This is an optimization exercise on Yosys and OpenROAD, whose aim is small area, not a production implementation. The RTL was checked by simulation tests, not by an equivalence proof against the original design. No activity file was given, so power comes from the tool's default toggle rates.

`flow/flow/abc_override.tcl`:
```
# Prepended to the standard flow's synthesis script: every abc call runs the ABC script
# named by MY_ABC_SCRIPT (an area-oriented mapping) instead of ORFS's.
# Registers are mapped before abc runs, so they are the standard synthesis's.
proc abc {args} {
  set i [lsearch $args -script]
  if { $i >= 0 && [info exists ::env(MY_ABC_SCRIPT)] } {
    set args [lreplace $args [expr {$i + 1}] [expr {$i + 1}] $::env(MY_ABC_SCRIPT)]
  }
  yosys abc {*}$args
}
```
`flow/flow/area.abc`:
```
&get -n
&st
&dc2
&syn3
&synch2
&if -K 6 -a
&mfs
&st
&dch -f
&nf -a -R 2000
&put
```
`flow/config.mk`:
```
export PLATFORM = sky130hd
export DESIGN_NAME = uart_stopwatch
export DESIGN_NICKNAME = uart_stopwatch
export VERILOG_FILES = /design/flow/design.v
export SDC_FILE = /design/flow/constraint.sdc
export NUM_CORES = 4
export LEC_CHECK = 0
export CAP_MARGIN = 20
export CORE_MARGIN = 2
export CORE_UTILIZATION = 50
export SLEW_MARGIN = 20
```
`flow/flow/run.sh`:
```
#!/bin/bash
# The standard layout (standard.sh) with three changes:
#  - synthesis maps the logic with the area-oriented ABC script flow/area.abc
#    (registers are mapped before ABC, exactly as in the standard synthesis);
#  - clock tree synthesis adds no dummy loads;
#  - the port buffers are the smallest buffer cell.
set -euo pipefail
W=$PWD
cat flow/abc_override.tcl synth_recipe.tcl > synth_recipe_area.tcl
sed "s#SYNTH_SCRIPT=[^ ]*#SYNTH_SCRIPT=$W/synth_recipe_area.tcl#" standard.sh > standard_area.sh
export MY_ABC_SCRIPT=$W/flow/area.abc
export CTS_ARGS="-sink_clustering_enable -repair_clock_nets -dont_use_dummy_load -sink_clustering_size 11 -sink_clustering_max_diameter 40 -buf_list sky130_fd_sc_hd__clkbuf_4"
export BUFFER_PORTS_ARGS="-buffer_cell sky130_fd_sc_hd__buf_1"
bash standard_area.sh > standard_flow.log 2>&1
```
`flow/design.v`:
```
`timescale 1ns / 1ps
module uart_stopwatch (
    input        clk,
    input        rst,
    input        btn_R,
    input        btn_L,
    input        btn_U,
    input        rx,
    output       tx,
    output [3:0] fnd_com,
    output [7:0] fnd_data
);
    reg [2:0] bcnt;
    wire      btick = (bcnt == 3'b110);
    always @(posedge clk, posedge rst) begin
        if (rst) bcnt <= 3'b010;
        else bcnt <= {bcnt[1:0], ~bcnt[2] & (bcnt[0] | ~bcnt[1])};
    end
    localparam [7:0] R_IDLE = 8'h9B, R_DONE = 8'h99, R_FIRST = 8'h08;
    reg  [7:0] rc;
    reg  [7:0] rxd;   
    wire       r_wait   = (rc == R_IDLE) | (rc == R_DONE);
    wire       rx_done  = (rc == R_DONE);
    wire       r_start  = (rc[7:5] == 3'd0);   
    wire       r_sample = btick & (rc[3:0] == 4'hF) & (rc[7:4] != 4'h0) & ~r_wait;
    always @(posedge clk, posedge rst) begin
        if (rst) rc <= R_IDLE;
        else if (r_wait) rc <= rx ? R_IDLE : R_FIRST;
        else rc <= rc + {7'd0, btick};
    end
    always @(posedge clk) begin
        if (r_sample) rxd <= {rx, r_start ? 7'd0 : rxd[7:1]};
    end
    reg  [7:0] tc;
    reg        busy;
    reg        tx_reg;
    reg  [7:0] dbuf;
    wire       t_idle = (tc[7:4] == 4'h1);
    wire       t_start_bit = ~tc[7] & (tc[6:4] == 3'd7);
    wire       txE;
    wire       t_go = t_idle & ~txE;
    always @(posedge clk, posedge rst) begin
        if (rst) begin
            tc     <= 8'h10;
            busy   <= 1'b0;
            tx_reg <= 1'b1;
        end else begin
            if (t_idle) tc <= txE ? 8'h10 : 8'h70;
            else tc <= tc + {7'd0, btick};
            busy   <= ~t_idle;
            tx_reg <= tc[7] ? dbuf[tc[6:4]] : ~t_start_bit;
        end
    end
    assign tx = tx_reg;
    reg  [3:0] H, B, T, Y, C;
    reg        cpend, wfix;
    reg  [127:0] ring;   
    wire rxE = (T == B);
    wire rxF = (T == {~B[3], B[2:0]});
    assign txE = (B == H);
    wire txF = (B == {~H[3], H[2:0]});
    wire incT = rx_done & ~rxF;
    wire incB = ~rxE & ~txF;
    wire incH = ~busy & ~txE;
    wire cap = cpend & (Y == C);          
    wire ins = (Y == T) & (~(rxF & txF) | cap);
    wire cpend_next = t_go | (cpend & ~cap);
    always @(posedge clk, posedge rst) begin
        if (rst) begin
            H <= 4'd0;
            B <= 4'd0;
            T <= 4'd0;
            Y <= 4'd0;
            cpend <= 1'b0;
            wfix  <= 1'b0;
        end else begin
            H <= H + {3'd0, incH};
            B <= B + {3'd0, incB};
            T <= T + {3'd0, incT};
            Y <= Y + 4'd1;
            cpend <= cpend_next;
            wfix  <= cpend_next & (wfix | incT);
        end
    end
    always @(posedge clk) begin
        ring <= {ring[119:0], (ins | (cap & wfix)) ? rxd : ring[127:120]};
        if (t_go) C <= H;
        if (cap) dbuf <= ring[127:120];
    end
    reg [1:0] cmd;
    always @(posedge clk, posedge rst) begin
        if (rst) cmd <= 2'd0;
        else if (rxE | r_start) cmd <= 2'd0;
        else if (rxd == 8'h72) cmd <= 2'd1;
        else if (rxd == 8'h6D) cmd <= 2'd2;
        else if (rxd == 8'h63) cmd <= 2'd3;
        else cmd <= 2'd0;
    end
    reg [2:0] dR, dL, dU;
    always @(posedge clk, posedge rst) begin
        if (rst) begin
            dR <= 3'd0;
            dL <= 3'd0;
            dU <= 3'd0;
        end else begin
            dR <= {btn_R & (dR[1] | dR[2]), btn_R & dR[0], btn_R & ~dR[2]};
            dL <= {btn_L & (dL[1] | dL[2]), btn_L & dL[0], btn_L & ~dL[2]};
            dU <= {btn_U & (dU[1] | dU[2]), btn_U & dU[0], btn_U & ~dU[2]};
        end
    end
    wire i_run   = (dR == 3'b110) | (cmd == 2'd1);
    wire i_mode  = (dU == 3'b110) | (cmd == 2'd2);
    wire i_clear = (dL == 3'b110) | (cmd == 2'd3);
    reg clr, mode, pause;
    always @(posedge clk, posedge rst) begin
        if (rst) begin
            clr   <= 1'b0;
            mode  <= 1'b0;
            pause <= 1'b0;
        end else if (clr) begin
            clr <= 1'b0;
        end else begin
            clr   <= i_clear;
            mode  <= mode ^ i_mode;
            pause <= pause ^ i_run;
        end
    end
    reg  [4:0] pc;
    wire       ptick = (pc == 5'd31);
    always @(posedge clk, posedge rst) begin
        if (rst) pc <= 5'd0;
        else if (~pause & clr) pc <= 5'd0;
        else pc <= pc + {3'd0, ~pause & ptick, ~pause & ~ptick};   
    end
    reg [4:0] j0, j1, j2, j3;
    wire up = ~mode;
    wire e0 = up ? (j0[4] & ~j0[3]) : (~j0[4] & ~j0[0]);
    wire e1 = up ? (j1[4] & ~j1[3]) : (~j1[4] & ~j1[0]);
    wire e2 = up ? (j2[4] & ~j2[3]) : (~j2[4] & ~j2[0]);
    wire [4:0] s0 = up ? {j0[3:0], ~j0[4]} : {~j0[0], j0[4:1]};
    wire [4:0] s1 = up ? {j1[3:0], ~j1[4]} : {~j1[0], j1[4:1]};
    wire [4:0] s2 = up ? {j2[3:0], ~j2[4]} : {~j2[0], j2[4:1]};
    wire [4:0] s3 = up ? {j3[3:0], ~j3[4]} : {~j3[0], j3[4:1]};
    always @(posedge clk, posedge rst) begin
        if (rst) begin
            j0 <= 5'd0;
            j1 <= 5'd0;
            j2 <= 5'd0;
            j3 <= 5'd0;
        end else if (clr) begin
            j0 <= 5'd0;
            j1 <= 5'd0;
            j2 <= 5'd0;
            j3 <= 5'd0;
        end else if (ptick) begin
            j0 <= s0;
            if (e0) j1 <= s1;
            if (e0 & e1) j2 <= s2;
            if (e0 & e1 & e2) j3 <= s3;
        end
    end
    reg [3:0] ph;
    reg [1:0] sel;
    wire ph_last = ph[0] & ~ph[1] & ~ph[3];
    always @(posedge clk, posedge rst) begin
        if (rst) begin
            ph  <= 4'b1001;
            sel <= 2'd0;
        end else begin
            ph <= {ph[2:0], (ph[0] & ~ph[1]) | (~ph[0] & ~ph[3]) | (ph[0] & ph[3])};
            sel <= sel + {1'b0, ph_last};
        end
    end
    reg [4:0] dig;
    always @(*) begin
        case (sel)
            2'd0: dig = j0;
            2'd1: dig = j1;
            2'd2: dig = j2;
            default: dig = j3;
        endcase
    end
    wire [4:0] q = dig;
    wire [6:0] seg;
    assign seg[0] = (q[0] & ~q[1]) | (q[3] & ~q[4]);
    assign seg[1] = q[1] & q[4];
    assign seg[2] = q[1] & ~q[2];
    assign seg[3] = seg[0] | (~q[1] & q[2]);
    assign seg[4] = (q[0] & ~q[1]) | (q[0] & q[2]) | (~q[1] & q[2]) | (~q[3] & q[4]);
    assign seg[5] = (~q[1] & q[2]) | (q[0] & ~q[3]);
    assign seg[6] = ~q[1] & (q[2] | ~q[4]);
    assign fnd_data = {1'b1, seg};
    assign fnd_com  = ~(4'b0001 << sel);
endmodule
```
`flow/standard.sh`:
```
#!/bin/bash
# synth_recipe.tcl (not shown) runs the flow's synth.tcl, then flattens the netlist and writes it again
# the make line also repeats each setting of config.mk as NAME=value (left out here)
make -C /OpenROAD-flow-scripts/flow DESIGN_CONFIG=/design/flow/config.mk WORK_HOME=/design/flow/orfs CLKGATE_MAP_FILE= SYNTH_SCRIPT=/design/flow/synth_recipe.tcl "${@:-finish}"
```
`flow/constraint.sdc`:
```
create_clock -name core_clock -period 20.0 [get_ports {clk}]
set_input_delay 4.0000 -clock core_clock [delete_from_list [all_inputs] [get_ports {clk}]]
set_output_delay 4.0000 -clock core_clock [all_outputs]
set_load 0.01 [all_outputs]
```
==> impl_metrics.toml, run 1 <==
[status]
outcome = "timing/DRC/antenna clean"

[global_route]
antenna_found_initial = 1
globalRouteMet3Util_pct = 3.31
met1_usage_pct = 21.1
grt_pass1_wl_mm = 19.0
grt_overflow = 0
track_usage_pct = 14.6
grt_start_max_net_pins = 85
met2_usage_pct = 22.0
gr-max-usage-layer = "met2"
grt_pass1_vias = 3944

[logic_synthesis]
synth_fa_ha_area_share_pct = 2.67
synth_compound_area_share_pct = 6.27
synth_top_cell_by_area = "dfxtp_1"
synth_mux_area_share_pct = 3.63
syn_nets = 555
ys.flop_type = "dfxtp_1"
synthXorXnorAreaFrac_pct = 4.92
yosysUniqueCellTypes = 44
seq_area_frac_synth_pct = 72.3
synth-simple-area-share_pct = 9.41
synth_cells = 534
synth_top_family_by_area = "simple AND/OR/NAND/NOR gates"
synthesis.area_um2 = 7300
synthArstFlopShare_pct = 36.2
synthTopCellsByCount = "dfxtp_1 (128), dfrtp_1 (74), nor2_1 (47), nand2_1 (26), xor2_1 (23)"
yosys-top-cells-area = "dfxtp_1 (35%), dfrtp_1 (25%), edfxtp_1 (8.2%), dfstp_2 (3.6%), xor2_1 (2.8%)"
avgSynthCellArea_um2 = 13.7
synth_seq_cells = 232
synth_edf_count = 20
ys_warn_count = 1
yosysTopAreaCellShare_pct = 35.1
synth_most_common_cell = "dfxtp_1"

[floorplanning]
core.rowCount = 44
fp.dieW_um = 125
die_area_um2 = 15600
core_area_um2 = 14400
dieHeight_um = 125
initial_core_util_pct = 50.8
io_pins = 19

[clock_tree]
cts-resized-gates = 0
cts_tree = "built"
cts_hold_buf = 0
clockRootBuffer = "clkbuf_4"
cts_made_buffers = 29
clk_pin_slew_ns = 0.10
cts.sinks = 232
cts_setup_buffers = 0
clockBufferDepth = 3
clock_latency_ns = 0.66
cts_htree_levels = 1

[critical_path]
cp-end-kind = "output pin"
start_kind = "register"
slowest_stage = "a221oi_1"
arrival_ns = 2.54
worstPathRequired_ns = 16.00
max_stage_delay_ns = 0.45
critPathBufInv = 1
worstPathMaxFanout = 6
worstPathCellList = "and2_0 > a22o_1 > a221oi_1 > nor2b_1 > a21o_1 > nand2b_1 > buf_1"
critPathKind = "reg -> out"
cp_top_family = "compound AO/OA/AOI/OAI gates"

[pwr]
switching_share_pct = 28.0
power_mw = 0.906
p_switching_mw = 0.254
clock_power_share_pct = 22.1
peakVddDrop_mv = 0.0725
leakagePower_nw = 3.25
p_comb_share_pct = 15.9
p_int_mw = 0.652
power_density_nw_per_um2 = 116
power.share.sequential_pct = 62.0

[timing]
max_freq_mhz = 153
period_share_pct = 32.7
finalMaxSlewViolations = 0
setup-tns-final_ns = 0
tightestPinTransition_ns = 0.947
whs_ns = 0.296
hold_viol = 0
skew_ns = 0.0641
setup_viol = 0
grt_setup_unrepaired = "false"
post-route-min-period_ns = 6.54
slew_headroom_pct = 36.9

[detailed_routing]
drtIter0Drc = 254
routed_wl_mm = 10.8
first_pass_iters = 4
vias = 3890
wire_per_inst_um = 14.1
drc = 0
detail_route.vias_per_cell = 5.07
ant_nets = 0

[worst_hold_path]
hold_class = "reg -> reg"

[cells_and_area]
syn2layout_area_growth_pct = 7.42
largest_reg_flops = 128
drive_gt1_share_pct = 7.89
top_register = "ring"
fin_nets = 606

[placed_design]
gp_congestion = 0.835
dp_hpwl_mm = 6.90
portBuffers = 17

[job]
maxCapViolCount = 0
-- final cells by class --
type / count / area, um^2
clock buffers: 29 / 218
fillers: 1234 / 6530
multi-input cells: 289 / 1970
well taps: 184 / 230
repair buffers: 21 / 97.6
flip-flops and latches: 232 / 5280
diodes: 1 / 2.50
inverters: 12 / 46.3
-- through the flow --
step                instance area, um^2  std cells  utilization (%)  setup slack, ns
floorplan                          7300        534                -            14.32
global placement                   7620        738             53.0            14.21
detailed placement                 7620        738             53.0            14.10
CTS                                7830        767             54.5            13.40
global route                       7840        768             54.6            13.21
finish                             7840        768             54.6            13.46
-- path summary, 6_finish.rpt --
check	cells past startpoint	from	to	slack (ns)
max	7	sel[1]	fnd_data[3]	13.46
max in group asynchronous	3	rst	rc[6]	15.92
max reg2reg	6	Y[0]	ring[5]	17.41
min in group asynchronous	3	rst	cmd[0]	3.53
min reg2reg	0	ring[68]	ring[76]	0.30
min	0	ring[68]	ring[76]	0.30
-- power groups by stage --
stage,Combinational [mW],Sequential (mW),Clock [mW]
finish,0.144,0.562,0.200
global route,0.168,0.570,0.232
CTS,0.147,0.562,0.212
detailed placement,0.146,0.572,0
global placement,0.140,0.571,0
floorplan,0.108,0.567,0
-- layout by cell type, fill, tap and decap left out, drive strengths merged, types with 5 or more instances in the layout --
cell,n
buf,21
edfxtp,20
o31ai,5
nor2,47
o21ai,11
nor4,5
and2,8
clkbuf,29
dfstp,10
a21oi,17
clkinv,12
xor2,23
ha,14
nand2,26
dfrtp,74
nand2b,5
nand3,9
mux2i,13
nor2b,17
mux2,8
a211oi,13
dfxtp,128
nor3,8
o21a,5
xnor2,18
-- per-layer routing --
layer  wire, um  part of all wire [%]  vias up
met5          0                     0        -
met4        193                   1.8        0
met3        479                   4.4       18
met2       4690                    43       63
met1       5470                    50     1876
li1           -                     -     1933
-- cells by family after synthesis --
logic type      count (synthesis)
flops                         232
simple gates                  140
compound gates                 69
xor+xnor                       41
mux                            23
fa+ha+maj                      15
buf+inv                        13
other cells                     1
==> run 2: changes to the inputs <==
--- a/flow/design.v
+++ b/flow/design.v
@@ -52,7 +52,7 @@
         end
     end
     assign tx = tx_reg;
-    reg  [3:0] H, B, T, Y, C;
+    reg  [3:0] H, B, T, Y;
     reg        cpend, wfix;
     reg  [127:0] ring;   
     wire rxE = (T == B);
@@ -62,8 +62,9 @@
     wire incT = rx_done & ~rxF;
     wire incB = ~rxE & ~txF;
     wire incH = ~busy & ~txE;
-    wire cap = cpend & (Y == C);          
-    wire ins = (Y == T) & (~(rxF & txF) | cap);
+    wire [3:0] Yn = Y + 4'd1;
+    wire cap = cpend & busy & (Yn == H);
+    wire ins = (Y == T) & (~(rxF & txF) | cap) & ~(cpend & ~busy);
     wire cpend_next = t_go | (cpend & ~cap);
     always @(posedge clk, posedge rst) begin
         if (rst) begin
@@ -77,14 +78,13 @@
             H <= H + {3'd0, incH};
             B <= B + {3'd0, incB};
             T <= T + {3'd0, incT};
-            Y <= Y + 4'd1;
+            Y <= Yn;
             cpend <= cpend_next;
             wfix  <= cpend_next & (wfix | incT);
         end
     end
     always @(posedge clk) begin
         ring <= {ring[119:0], (ins | (cap & wfix)) ? rxd : ring[127:120]};
-        if (t_go) C <= H;
         if (cap) dbuf <= ring[127:120];
     end
     reg [1:0] cmd;
--- a/flow/flow/run.sh
+++ b/flow/flow/run.sh
@@ -9,6 +9,6 @@
 cat flow/abc_override.tcl synth_recipe.tcl > synth_recipe_area.tcl
 sed "s#SYNTH_SCRIPT=[^ ]*#SYNTH_SCRIPT=$W/synth_recipe_area.tcl#" standard.sh > standard_area.sh
 export MY_ABC_SCRIPT=$W/flow/area.abc
-export CTS_ARGS="-sink_clustering_enable -repair_clock_nets -dont_use_dummy_load -sink_clustering_size 11 -sink_clustering_max_diameter 40 -buf_list sky130_fd_sc_hd__clkbuf_4"
+export CTS_ARGS="-sink_clustering_enable -repair_clock_nets -dont_use_dummy_load -sink_clustering_size 12 -sink_clustering_max_diameter 40 -buf_list sky130_fd_sc_hd__clkbuf_4"
 export BUFFER_PORTS_ARGS="-buffer_cell sky130_fd_sc_hd__buf_1"
 bash standard_area.sh > standard_flow.log 2>&1
--- a/flow/config.mk
+++ b/flow/config.mk
@@ -8,4 +8,5 @@
 export CAP_MARGIN = 20
 export CORE_MARGIN = 2
 export CORE_UTILIZATION = 50
+export PLACE_DENSITY = 0.75
 export SLEW_MARGIN = 20
==> impl_metrics.toml, run 2 <==
[clock_tree]
cts_setup_buffers = 0
cts_htree_levels = 1
clockBufferDepth = 3
cts.sinks = 228
cts-resized-gates = 0
cts_tree = "built"
cts_hold_buf = 0
clockRootBuffer = "clkbuf_4"
cts_made_buffers = 28
clock_latency_ns = 0.64
clk_pin_slew_ns = 0.12

[detailed_routing]
wire_per_inst_um = 14.2
drtIter0Drc = 218
first_pass_iters = 4
routed_wl_mm = 10.9
vias = 3945
detail_route.vias_per_cell = 5.14
drc = 0
ant_nets = 0

[critical_path]
cp-end-kind = "output pin"
arrival_ns = 2.59
setup.worst_path.start = "sel[0]"
cp-endpoint = "fnd_data[3]"
max_stage_delay_ns = 0.49
cp_top_family = "compound AO/OA/AOI/OAI gates"
reg2reg_depth = 6
worstPathRequired_ns = 16.00
start_kind = "register"
path_depth = 7
r2r_slack_ns = 17.67
rr_startpoint = "pc[2]"
worstPathMaxFanout = 6
worstPathCellList = "and2_0 > a22o_1 > a221oi_1 > nor2b_1 > a21o_1 > nand2b_1 > buf_1"
slowest_stage = "a221oi_1"
r2r_end = "j3[3]"
critPathKind = "reg -> out"
critPathBufInv = 1

[logic_synthesis]
synthesis.area_um2 = 7210
synth_top_cell_by_area = "dfxtp_1"
ys.flop_type = "dfxtp_1"
ys_warn_count = 1
synthTopCellsByCount = "dfxtp_1 (128), dfrtp_1 (74), nand2_1 (34), nor2_1 (34), xor2_1 (22)"
synth_cells = 540
seq_area_frac_synth_pct = 71.5
avgSynthCellArea_um2 = 13.4
synth_most_common_cell = "dfxtp_1"
yosys-top-cells-area = "dfxtp_1 (36%), dfrtp_1 (26%), edfxtp_1 (6.7%), dfstp_2 (3.6%), xor2_1 (2.7%)"
yosysUniqueCellTypes = 45
yosysTopAreaCellShare_pct = 35.5
synth_edf_count = 16
synthArstFlopShare_pct = 36.8
syn_nets = 561
synth_seq_cells = 228

[global_route]
grt_pass1_wl_mm = 18.3
track_usage_pct = 14.9
grt_overflow = 0
grt_start_max_net_pins = 85
grt_pass1_vias = 3914
antenna_found_initial = 0

[timing]
fin_ws_ns = 13.41
period_share_pct = 33.0
max_freq_mhz = 152
hold_viol = 0
tightestPinTransition_ns = 0.787
post-route-min-period_ns = 6.59
setup_viol = 0
finalMaxSlewViolations = 0
slew_headroom_pct = 47.6
skew_ns = 0.0595
grt_setup_unrepaired = "false"
setup-tns-final_ns = 0

[floorplanning]
initial_core_util_pct = 51.6
dieHeight_um = 124
fp.dieW_um = 124
die_area_um2 = 15400
core_area_um2 = 14000
io_pins = 19
core.rowCount = 43

[pwr]
leakagePower_nw = 3.23
power_density_nw_per_um2 = 116
peakVddDrop_mv = 0.0878

[placed_design]
portBuffers = 17
gp_congestion = 0.838
preCtsSetupSlack_ns = 14.05
dp_hpwl_mm = 7.18

[cells_and_area]
layout_common_cells = "dfxtp_1 (128), dfrtp_1 (74), nand2_1 (34), nor2_1 (34), clkbuf_4 (28)"
drive_gt1_share_pct = 7.50
fin_nets = 610
n_antenna_cell = 0
syn2layout_area_growth_pct = 7.20
top_register = "ring"
largest_reg_flops = 128
final_common_cell = "dfxtp_1"

[status]
outcome = "timing/DRC/antenna clean"

[job]
maxCapViolCount = 0

[worst_hold_path]
hold_class = "reg -> reg"
## run 2: worst min path at each step
stage	to	cells after the start	start	slack (ns)
after floorplan	ring[100]	0	ring[92]	0.31
after global placement	ring[20]	0	ring[12]	0.31
after detailed placement	ring[50]	0	ring[42]	0.31
after CTS	ring[59]	0	ring[51]	0.29
after global routing	ring[32]	0	ring[24]	0.30
final	ring[59]	0	ring[51]	0.29
## run 2: kinds of logic (layout without fill, tap and decap cells)
group | after synthesis | count (layout) | synth area share (%)
simple gates | 138 | 138 | 9.51
compound gates | 76 | 76 | 6.66
buf+inv | 19 | 66 | 1.04
mux | 23 | 23 | 3.68
flops | 228 | 228 | 71.5
other cells | 1 | 1 | 0.0520
fa+ha+maj | 15 | 15 | 2.71
xor+xnor | 40 | 40 | 4.86
## run 2: power breakdown
group	switching (mW)	internal, mW
Clock	0.127	0.0643
Combinational	0.0795	0.0698
Sequential	0.0422	0.511
## run 2: per-stage QoR
step | cell area (um^2) | total power, mW | util, % | cells | hold WS (ns)
after floorplan | 7210 | 0.668 | - | 540 | 0.310
after global placement | 7520 | 0.703 | 53.7 | 739 | 0.310
after detailed placement | 7520 | 0.713 | 53.7 | 739 | 0.312
after CTS | 7730 | 0.907 | 55.3 | 767 | 0.294
after global routing | 7730 | 0.947 | 55.3 | 767 | 0.297
final | 7730 | 0.894 | 55.3 | 767 | 0.289
## run 2: routing by layer
layer	vias up	wire (um)	GRT usage (%)
met1	1924	5200	20.2
met5	-	0	0
met3	23	415	3.43
met4	0	210	5.34
met2	67	5040	23.6
li1	1931	-	-
## run 2: layout make-up
cell class                      count  area [um^2]
Multi-Input combinational cell    293         1980
Timing Repair Buffer               20         90.1
Fill cell                        1174         6260
Clock buffer                       28          210
Sequential cell                   228         5160
Inverter                           18         68.8
Tap cell                          180          225
==> run 3: changes to the inputs <==
--- a/flow/config.mk
+++ b/flow/config.mk
@@ -8,5 +8,4 @@
 export CAP_MARGIN = 20
 export CORE_MARGIN = 2
 export CORE_UTILIZATION = 50
-export PLACE_DENSITY = 0.75
 export SLEW_MARGIN = 20
==> impl_metrics.toml, run 3 <==
[logic_synthesis]
synth_top_cell_by_area = "dfxtp_1"
yosysTopAreaCellShare_pct = 35.5
synthTopCellsByCount = "dfxtp_1 (128), dfrtp_1 (74), nand2_1 (34), nor2_1 (34), xor2_1 (22)"
synth_seq_cells = 228
yosysUniqueCellTypes = 45
seq_area_frac_synth_pct = 71.5
synthArstFlopShare_pct = 36.8
ys_warn_count = 1
synth_most_common_cell = "dfxtp_1"
synth_cells = 540
synth_edf_count = 16
synthesis.area_um2 = 7210
avgSynthCellArea_um2 = 13.4
yosys-top-cells-area = "dfxtp_1 (36%), dfrtp_1 (26%), edfxtp_1 (6.7%), dfstp_2 (3.6%), xor2_1 (2.7%)"
syn_nets = 561
ys.flop_type = "dfxtp_1"

[detailed_routing]
wire_per_inst_um = 14.1
ant_nets = 0
first_pass_iters = 5
vias = 3880
routed_wl_mm = 10.8
drc = 0
detail_route.vias_per_cell = 5.07
drtIter0Drc = 148

[floorplanning]
io_pins = 19
core.rowCount = 43
core_area_um2 = 14000
dieHeight_um = 124
die_area_um2 = 15400
fp.dieW_um = 124
initial_core_util_pct = 51.6

[cells_and_area]
fin_nets = 609
layout_common_cells = "dfxtp_1 (128), dfrtp_1 (74), nand2_1 (34), nor2_1 (34), clkbuf_4 (27)"
syn2layout_area_growth_pct = 7.09
largest_reg_flops = 128
fillers = 1183
top_register = "ring"
final_common_cell = "dfxtp_1"
layoutNonFillerInstCount = 766
n_antenna_cell = 0
drive_gt1_share_pct = 7.34

[timing]
whs_ns = 0.323
tightestPinTransition_ns = 0.757
finalMaxSlewViolations = 0
setup_viol = 0
max_freq_mhz = 154
grt_setup_unrepaired = "false"
slew_headroom_pct = 49.5
hold_viol = 0
setup-tns-final_ns = 0
period_share_pct = 32.4
fin_ws_ns = 13.51
post-route-min-period_ns = 6.49
skew_ns = 0.0906

[clock_tree]
cts_made_buffers = 27
cts_setup_buffers = 0
cts_htree_levels = 1
cts-resized-gates = 0
cts.sinks = 228
clockRootBuffer = "clkbuf_4"
clock_latency_ns = 0.66
clockBufferDepth = 3
clk_pin_slew_ns = 0.11
cts_tree = "built"
cts_hold_buf = 0

[job]
maxCapViolCount = 0

[critical_path]
worstPathRequired_ns = 16.00
arrival_ns = 2.49
cp-end-kind = "output pin"
critPathKind = "reg -> out"
worstPathMaxFanout = 6
start_kind = "register"

[placed_design]
placed_cells = 739
portBuffers = 17
gp_congestion = 0.827
preCtsSetupSlack_ns = 14.11
dp_hpwl_mm = 7.07

[global_route]
antenna_found_initial = 0
track_usage_pct = 14.7
grt_pass1_wl_mm = 18.1
grt_start_max_net_pins = 85
grt_pass1_vias = 3894
grt_overflow = 0

[pwr]
p_comb_share_pct = 15.8
power_mw = 0.890
power.share.sequential_pct = 62.7
peakVddDrop_mv = 0.0616
p_switching_mw = 0.248
leakagePower_nw = 3.23
switching_share_pct = 27.8
power_density_nw_per_um2 = 115
p_int_mw = 0.643
clock_power_share_pct = 21.4

[worst_hold_path]
hold_class = "reg -> reg"

[status]
outcome = "timing/DRC/antenna clean"
-- run 3: cell counts after synthesis --
Identical to the previous run, type by type.
-- run 3: final timing paths --
path | startpoint | to | slack [ns] | cells past startpoint
max | sel[1] | fnd_data[3] | 13.51 | 7
min | ring[72] | ring[80] | 0.32 | 0
max reg2reg | mode | j3[2] | 17.35 | 6
min reg2reg | ring[72] | ring[80] | 0.32 | 0
max in group asynchronous | rst | j1[3] | 15.89 | 3
min in group asynchronous | rst | j0[0] | 3.53 | 3
-- run 3: cell families (layout without fill, tap and decap cells) --
kind of cell / after synthesis / after routing / share of synthesized area [%]
AO/OA/AOI/OAI: 76 / 76 / 6.66
adder cells (fa/ha/maj): 15 / 15 / 2.71
buffers and inverters: 19 / 65 / 1.04
other: 1 / 1 / 0.0520
multiplexers: 23 / 23 / 3.68
AND/OR/NAND/NOR: 138 / 138 / 9.51
flip-flops: 228 / 228 / 71.5
XOR/XNOR: 40 / 40 / 4.86
-- run 3: metal layers --
layer / GRT usage, % / vias to the layer above / wire [um]
met4: 4.42 / 0 / 238
met2: 23.1 / 59 / 4800
met5: 0 / - / 0
met3: 3.94 / 25 / 483
met1: 20.2 / 1876 / 5250
li1: - / 1920 / -
-- run 3: layout make-up --
cell class                 count  area [um^2]  area share (%)
sequential                   228         5160            66.8
multi-input combinational    293         1980            25.6
tap                          180          225            2.92
clock buffer                  27          203            2.62
timing repair buffer          20         90.1            1.17
inverter                      18         68.8           0.891
-- run 3: metrics by stage --
step | instance area [um^2] | util (%)
2_1_floorplan | 7210 | -
3_3_place_gp | 7520 | 53.7
3_5_place_dp | 7520 | 53.7
4_1_cts | 7720 | 55.2
5_1_grt | 7720 | 55.2
6_report | 7720 | 55.2
-- run 3: power groups by stage --
| stage | Sequential [mW] | Combinational (mW) | Clock (mW) |
|---|---|---|---|
| after floorplan | 0.558 | 0.110 | 0 |
| after global placement | 0.567 | 0.138 | 0 |
| after detailed placement | 0.568 | 0.143 | 0 |
| after CTS | 0.558 | 0.144 | 0.203 |
| after global routing | 0.565 | 0.162 | 0.222 |
| final | 0.558 | 0.141 | 0.191 |
-- run 3: critical path: stages, from the launching register on --
cell      delay, ns
dfrtp_1        0.42
and2_0         0.27
a22o_1         0.22
a221oi_1       0.45
nor2b_1        0.20
a21o_1         0.11
nand2b_1       0.10
buf_1          0.15

[port drivers added, routing unchanged]
No port has a modelled driver above. Below, the same layouts with a new extraction and two added sets of constraints.
Step 1: set_driving_cell puts a clkbuf_16 on clk and a buf_2 on each other input, an assumption about the parent block.
Step 2, shift: input delay + t, output delay - t, t = (earliest + latest rising clock arrival at the registers) / 2. This alone moves slack from input paths to output paths.
Slacks: ideal / step 1 / step 2; pairs: ideal / step 1.
| run | t, ns | slack for setup (ns) | worst setup path after step 2 | clock arrival spread, ns | slew at the worst register clock pin (ns) |
|---|---|---|---|---|---|
| run 1 | 0.657 | 13.455 / 13.421 / 14.079 | register to output | 0.065 / 0.065 | 0.11 / 0.11 |
| run 2 | 0.639 | 13.410 / 13.377 / 14.016 | register to output | 0.068 / 0.067 | 0.12 / 0.12 |
| run 3 | 0.645 | 13.512 / 13.477 / 14.122 | register to output | 0.091 / 0.091 | 0.11 / 0.11 |
After both steps every run listed still meets setup and hold.
